What follows belongs to an exercise in optimizing a design on an open flow for small area; a production flow would make more cautious choices.
Only simulation tests tie the RTL to the original design; equivalence was not proved.

==> run Y <==
// Top
module Top(
	input i_clk,
	input i_rst,
	input i_start,
	input [31:0] i_init,
	output [3:0] o_random_out,
	output o_idle
);
  localparam M = 23;
  logic [31:0] s;
  logic        c;
  logic        raw;
  logic        idle;
  logic [8:0]  r;
  logic [5:0]  q;
  logic [3:0]  show;
  assign o_random_out = show;
  assign o_idle = idle;
  wire [31:0] ns = ~s;
  wire        nc = ~c;
  wire        hi_ones = &s[30:M];
  wire        a = s[31] ^ (c & hi_ones);
  wire        ones = (&s[M-1:1]) & (&s[30:M+1]) & (s[M] ^ c);
  wire        corner = ones & (s[0] | a);
  wire        e1  = a & ~raw;
  wire        ne1 = ~e1;
  wire        t31 = raw ? s[31] : (c & hi_ones);
  wire [31:0] prod;
  wire        prod_c;
  wire ys1 = ~(ns[0] ^ e1);
  wire yc2 = ns[0] | e1;
  wire ys3 = ns[1] ^ e1 ^ yc2;
  wire yc4 = (ns[1] & e1) | (yc2 & (ns[1] ^ e1));
  wire ys5 = ns[2] ^ e1 ^ yc4;
  wire yc6 = (ns[2] & e1) | (yc4 & (ns[2] ^ e1));
  wire ys7 = s[0] ^ ns[3] ^ yc6;
  wire yc8 = (s[0] & ns[3]) | (yc6 & (s[0] ^ ns[3]));
  wire ys9 = s[1] ^ ns[4] ^ yc8;
  wire yc10 = (s[1] & ns[4]) | (yc8 & (s[1] ^ ns[4]));
  wire ys11 = s[2] ^ ns[5] ^ yc10;
  wire yc12 = (s[2] & ns[5]) | (yc10 & (s[2] ^ ns[5]));
  wire ys13 = s[3] ^ ns[6] ^ yc12;
  wire yc14 = (s[3] & ns[6]) | (yc12 & (s[3] ^ ns[6]));
  wire ys15 = s[4] ^ ns[7] ^ yc14;
  wire yc16 = (s[4] & ns[7]) | (yc14 & (s[4] ^ ns[7]));
  wire ys17 = s[5] ^ ns[8] ^ yc16;
  wire yc18 = (s[5] & ns[8]) | (yc16 & (s[5] ^ ns[8]));
  wire ys19 = s[6] ^ ns[9] ^ yc18;
  wire yc20 = (s[6] & ns[9]) | (yc18 & (s[6] ^ ns[9]));
  wire ys21 = s[7] ^ ns[10] ^ yc20;
  wire yc22 = (s[7] & ns[10]) | (yc20 & (s[7] ^ ns[10]));
  wire ys23 = s[8] ^ ns[11] ^ yc22;
  ...
==> flow/config.mk <==
export PLATFORM = sky130hd
export DESIGN_NAME = Top
export DESIGN_NICKNAME = Top
export VERILOG_FILES = /design/flow/design.v
export SDC_FILE = /design/flow/constraint.sdc
export NUM_CORES = 4
export LEC_CHECK = 0
export CAP_MARGIN = 20
export CORE_MARGIN = 2
export CORE_UTILIZATION = 40
export CTS_BUF_LIST = sky130_fd_sc_hd__clkbuf_8
export GPL_TIMING_DRIVEN = 0
export SLEW_MARGIN = 20
==> flow/constraint.sdc <==
create_clock -name core_clock -period 12.0 [get_ports {i_clk}]
set_input_delay 2.4000 -clock core_clock [delete_from_list [all_inputs] [get_ports {i_clk}]]
set_output_delay 2.4000 -clock core_clock [all_outputs]
set_load 0.01 [all_outputs]
standard.sh (not shown) runs the stock make flow with config.mk's settings and CLKGATE_MAP_FILE= SYNTH_SCRIPT=/design/flow/synth_recipe.tcl, a recipe that flattens the netlist after the stock synthesis.
==> flow/flow/run.sh <==
#!/bin/bash
# Layout flow: the standard synthesis, then a netlist pass that removes
# inverters around full adders (flow/fixinv.py, function unchanged, registers
# untouched), then the standard ORFS flow with minimum-size port buffers.
set -euo pipefail
R=orfs/results/${FLOW_PLATFORM}/Top/base
bash standard.sh synth > synth_make.log 2>&1
python3 flow/fixinv.py "$R/1_2_yosys.v" "$R/1_2_yosys.fixinv.v" > fixinv.log 2>&1
cp "$R/1_2_yosys.v" "$R/1_2_yosys.orig.v"
cp "$R/1_2_yosys.fixinv.v" "$R/1_2_yosys.v"
rm -f "$R/1_synth.odb" "$R/1_synth.sdc"
export BUFFER_PORTS_ARGS="-buffer_cell sky130_fd_sc_hd__buf_1"
bash standard.sh finish > layout_make.log 2>&1
==> flow/flow/fixinv.py <==
#!/usr/bin/env python3
"""Removes inverters around full adders in a Yosys netlist.

A full adder is self-dual: FA(~a, ~b, ~c) = (~sum, ~cout). Yosys's extract_fa
often builds adders whose inputs and outputs pass through inverters. This
script treats every inverter as a literal (net, phase), chooses for every
full adder whether to flip it (feed it complemented inputs, which
complements both outputs), and then re-inserts one inverter per net whose
complement is still needed. The netlist's function is unchanged; registers
and all other cells are kept as they are.

usage: fixinv.py in.v out.v
"""
import re, sys, random

OUTPINS = {"X", "Y", "Q", "Q_N", "SUM", "COUT", "HI", "LO"}
src = open(sys.argv[1]).read()
inst_re = re.compile(r"^(\s*)(sky130_fd_sc_hd__\w+)\s+(\S+)\s*\((.*?)\);\n", re.S | re.M)
pin_re = re.compile(r"\.(\w+)\(\s*(.*?)\s*\)(?=\s*[,)]|\s*$)", re.S)

insts = []
for m in inst_re.finditer(src):
    body = m.group(4)
    pins = [(p, n.strip()) for p, n in re.findall(r"\.(\w+)\(([^()]*)\)", body)]
    insts.append({"span": m.span(), "type": m.group(2), "name": m.group(3), "pins": pins})

def is_inv(t): return re.match(r"sky130_fd_sc_hd__(inv|clkinv)_\d+$", t) is not None
def is_fa(t): return re.match(r"sky130_fd_sc_hd__fa_\d+$", t) is not None

# literal of a net: follow inverter chains to a non-inverter driver
inv_of = {}            # inverter output net -> input net
for it in insts:
    if is_inv(it["type"]):
        d = dict(it["pins"]); inv_of[d["Y"]] = d["A"]
def lit(n):
    ph = 0
    seen = 0
    while n in inv_of:
        n = inv_of[n]; ph ^= 1; seen += 1
        if seen > 1000: raise SystemExit("inverter loop")
    return (n, ph)

fas = [it for it in insts if is_fa(it["type"])]
others = [it for it in insts if not is_inv(it["type"])]
fa_out = {}            # base net -> fa index (nets driven by FA outputs)
for i, it in enumerate(fas):
    for p, n in it["pins"]:
        if p in OUTPINS: fa_out[n] = i

# consumers: list of (inst, pin, literal); FA inputs depend on flip
# ports: output port nets must be driven with their literal
port_outs = []
hdr = src[:src.index(");") + 2]
m = re.search(r"module\s+\w+\s*\((.*?)\);", src, re.S)
outs_decl = re.findall(r"^\s*output\s+(\[\d+:\d+\])?\s*(\w+);", src, re.M)
out_nets = set()
for rng, name in outs_decl:
    if rng:
        a, b = map(int, rng[1:-1].split(":"))
        for k in range(min(a, b), max(a, b) + 1): out_nets.add(f"{name}[{k}]")
    else:
        out_nets.add(name)
# a net that is an output port and driven by an inverter: keep it as is
cons = []   # (kind, idx, pin, literal)
for i, it in enumerate(insts):
    if is_inv(it["type"]):
        d = dict(it["pins"])
        if d["Y"] in out_nets:
            cons.append(("port", i, "Y", lit(d["Y"])))
        continue
    for p, n in it["pins"]:
        if p in OUTPINS: continue
        cons.append(("fa" if is_fa(it["type"]) else "cell", i, p, lit(n)))

fa_index = {id(it): k for k, it in enumerate(fas)}
def phys_phase(base, flip):
    k = fa_out.get(base)
    return flip[k] if k is not None else 0

def needed(flip):
    need = set()
    for kind, i, p, (base, ph) in cons:
        req = ph
        if kind == "fa":
            req ^= flip[fa_index[id(insts[i])]]
        if req != phys_phase(base, flip):
            need.add(base)
    return need

flip = [0] * len(fas)
best = len(needed(flip))
start = best
random.seed(1)
improved = True
while improved:
    improved = False
    for k in range(len(fas)):
        flip[k] ^= 1
        c = len(needed(flip))
        if c < best:
            best = c; improved = True
        else:
            flip[k] ^= 1
# a few rounds of pair moves
for _ in range(3):
    improved = False
    for k in range(len(fas)):
        for l in range(k + 1, len(fas)):
            flip[k] ^= 1; flip[l] ^= 1
            c = len(needed(flip))
            if c < best:
                best = c; improved = True
            else:
                flip[k] ^= 1; flip[l] ^= 1
    if not improved: break

need = needed(flip)
def esc(n): return n + " " if n.startswith("\\") else n
invnet = {}
newwires = []
newinsts = []
for k, base in enumerate(sorted(need)):
    nn = f"fixinv_n{k}"
    invnet[base] = nn
    newwires.append(f"  wire {nn};\n")
    newinsts.append(f"  sky130_fd_sc_hd__inv_1 fixinv_i{k} (\n    .A({esc(base)}),\n    .Y({nn})\n  );\n")

def net_for(base, req, flip):
    if req == phys_phase(base, flip): return base
    return invnet[base]

# rewrite instances
out = []
pos = 0
ci = 0
cons_by = {}
for kind, i, p, l in cons:
    cons_by[(i, p)] = (kind, l)
for i, it in enumerate(insts):
    a, b = it["span"]
    out.append(src[pos:a]); pos = b
    if is_inv(it["type"]):
        d = dict(it["pins"])
        if d["Y"] in out_nets:
            base, ph = lit(d["Y"])
            n = net_for(base, ph, flip)
            # drive the port with a buffer-free inverter pair is avoided: use inverter of the literal's complement
            if n == base:
                # need: port = literal(base, ph) and base carries ph physically -> port must equal base
                out.append(f"  sky130_fd_sc_hd__buf_1 {it['name']} (\n    .A({esc(base)}),\n    .X({esc(d['Y'])})\n  );\n")
            else:
                out.append(f"  sky130_fd_sc_hd__inv_1 {it['name']} (\n    .A({esc(base)}),\n    .Y({esc(d['Y'])})\n  );\n")
        continue
    pins = []
    fl = flip[fa_index[id(it)]] if is_fa(it["type"]) else 0
    for p, n in it["pins"]:
        if p in OUTPINS:
            pins.append((p, n)); continue
        kind, (base, ph) = cons_by[(i, p)]
        pins.append((p, net_for(base, ph ^ fl, flip)))
    body = ",\n".join(f"    .{p}({esc(n)})" for p, n in pins)
    out.append(f"  {it['type']} {it['name']} (\n{body}\n  );\n")
out.append(src[pos:])
res = "".join(out)
# declare new wires after the last wire declaration, new cells before endmodule
idx = res.rfind("endmodule")
res = res[:idx] + "".join(newinsts) + res[idx:]
m = list(re.finditer(r"^\s*wire .*;\n", res, re.M))[-1]
res = res[:m.end()] + "".join(newwires) + res[m.end():]
open(sys.argv[2], "w").write(res)
ninv0 = sum(1 for it in insts if is_inv(it["type"]))
sys.stderr.write(f"fixinv: {len(fas)} full adders, {sum(flip)} flipped; inverters {ninv0} -> {len(need)}\n")
==> run A: changes against run Y <==
==> flow/flow/run.sh (replaced) <==
#!/bin/bash
# Layout flow: the standard synthesis, then a netlist pass (flow/fixinv.py)
# that sets cells to their smallest drive strength and removes inverters
# around full adders (function unchanged, registers untouched), then the
# standard ORFS flow with minimum-size port buffers and power recovery
# (downsizing of non-critical cells) after global routing.
set -euo pipefail
R=orfs/results/${FLOW_PLATFORM}/Top/base
LIB=${FLOW_HOME}/platforms/${FLOW_PLATFORM}/lib/sky130_fd_sc_hd__tt_025C_1v80.lib
bash standard.sh synth > synth_make.log 2>&1
python3 flow/fixinv.py "$R/1_2_yosys.v" "$R/1_2_yosys.fixinv.v" --downsize "$LIB" > fixinv.log 2>&1
cp "$R/1_2_yosys.v" "$R/1_2_yosys.orig.v"
cp "$R/1_2_yosys.fixinv.v" "$R/1_2_yosys.v"
rm -f "$R/1_synth.odb" "$R/1_synth.sdc"
export BUFFER_PORTS_ARGS="-buffer_cell sky130_fd_sc_hd__buf_1"
export RECOVER_POWER=100
bash standard.sh finish > layout_make.log 2>&1
--- a/flow/flow/fixinv.py
+++ b/flow/flow/fixinv.py
@@ -10,5 +10,9 @@
 and all other cells are kept as they are.
 
-usage: fixinv.py in.v out.v
+With --downsize LIB, every cell is first set to the smallest drive strength
+of its family in the liberty file (the layout's repair steps size cells up
+where timing or slew needs it).
+
+usage: fixinv.py in.v out.v [--downsize LIB]
 """
 import re, sys, random
@@ -16,4 +20,23 @@
 OUTPINS = {"X", "Y", "Q", "Q_N", "SUM", "COUT", "HI", "LO"}
 src = open(sys.argv[1]).read()
+if "--downsize" in sys.argv:
+    lib = open(sys.argv[sys.argv.index("--downsize") + 1]).read()
+    area = {m.group(1): float(m.group(2)) for m in re.finditer(
+        r'cell\s*\(\s*"?(sky130_fd_sc_hd__\w+)"?\s*\)\s*\{.*?area\s*:\s*([\d.]+)', lib, re.S)}
+    fam = {}
+    for c, a in area.items():
+        mm = re.match(r"(.*)_(\d+)$", c)
+        if mm: fam.setdefault(mm.group(1), []).append((a, 0 if mm.group(2) == "1" else 1, c))
+    def small(c):
+        mm = re.match(r"(.*)_(\d+)$", c)
+        if not mm or mm.group(1) not in fam: return c
+        return min(fam[mm.group(1)])[2]
+    nd = [0]
+    def rep(m):
+        c = small(m.group(1))
+        if c != m.group(1): nd[0] += 1
+        return m.group(0).replace(m.group(1), c, 1)
+    src = re.sub(r"^\s*(sky130_fd_sc_hd__\w+)\s", rep, src, flags=re.M)
+    sys.stderr.write(f"fixinv: downsized {nd[0]} cells\n")
 inst_re = re.compile(r"^(\s*)(sky130_fd_sc_hd__\w+)\s+(\S+)\s*\((.*?)\);\n", re.S | re.M)
 pin_re = re.compile(r"\.(\w+)\(\s*(.*?)\s*\)(?=\s*[,)]|\s*$)", re.S)
==> results.cfg <==
[outcome]
run_status = finished clean

[final_layout]
area_growth_pct = 11.6
multi_input_comb_area_um2 = 3460
utilization = 0.459

[worst_setup_path]
critPathMaxFanout = 7
longest_individual_stage_delay_on_the_worst_path_ns = 0.47

[route]
routedWlPerCell_um = 18.4
number_of_vias_per_cell = 5.17
routed_wl_um = 11000

[clock_network]
clock_insertion_delay_worst_skew_ns = 0.34

[floorplan]
starting_density_of_the_core = 0.412
die_footprint_um2 = 12700

[placed_design]
dp_hpwl_um = 9100
routabilityCongestion = 0.901

[global_routing]
largest_net_degree_at_the_start_of_global_routing = 17
met1_usage = 0.259

[timing]
final.period_utilization = 0.963
finalCriticalPeriod_ns = 11.55
That was run A.
==> results.cfg <==
[route]
routedWlPerCell_um = 18.3
number_of_vias_per_cell = 5.17

[placed_design]
dp_hpwl_um = 9170

[worst_setup_path]
longest_individual_stage_delay_on_the_worst_path_ns = 0.48
critPathMaxFanout = 6

[clock_network]
clock_insertion_delay_worst_skew_ns = 0.33

[global_routing]
met1_usage = 0.253

[outcome]
run_status = finished clean

[floorplan]
die_footprint_um2 = 13000

[timing]
finalCriticalPeriod_ns = 11.58

[final_layout]
area_growth_pct = 10.7
That was run Y.

-- afterwards: timing with drivers on the ports --
No port has a modelled driver above. Below, the same layouts with a new extraction and two added sets of constraints. Step 1, drivers: a clkbuf_16 drives i_clk and a buf_2 each remaining input, both assumed. Step 2 moves the port delays by t, midway between the first and last clock arrival at a register: inputs arrive t later, outputs are due t later. That takes back most of the time a late clock gives input paths. Three values: no drivers, after step 1, after step 2; two values: the first two.
run	shift t [ns]	slack for setup (ns)	worst setup path after step 2	pins driven straight from the clock port
run Y	0.362	0.415 / 0.415 / 0.415	register to register	1
run A	0.372	0.447 / 0.447 / 0.447	register to register	1
After both steps every run listed still meets setup and hold.
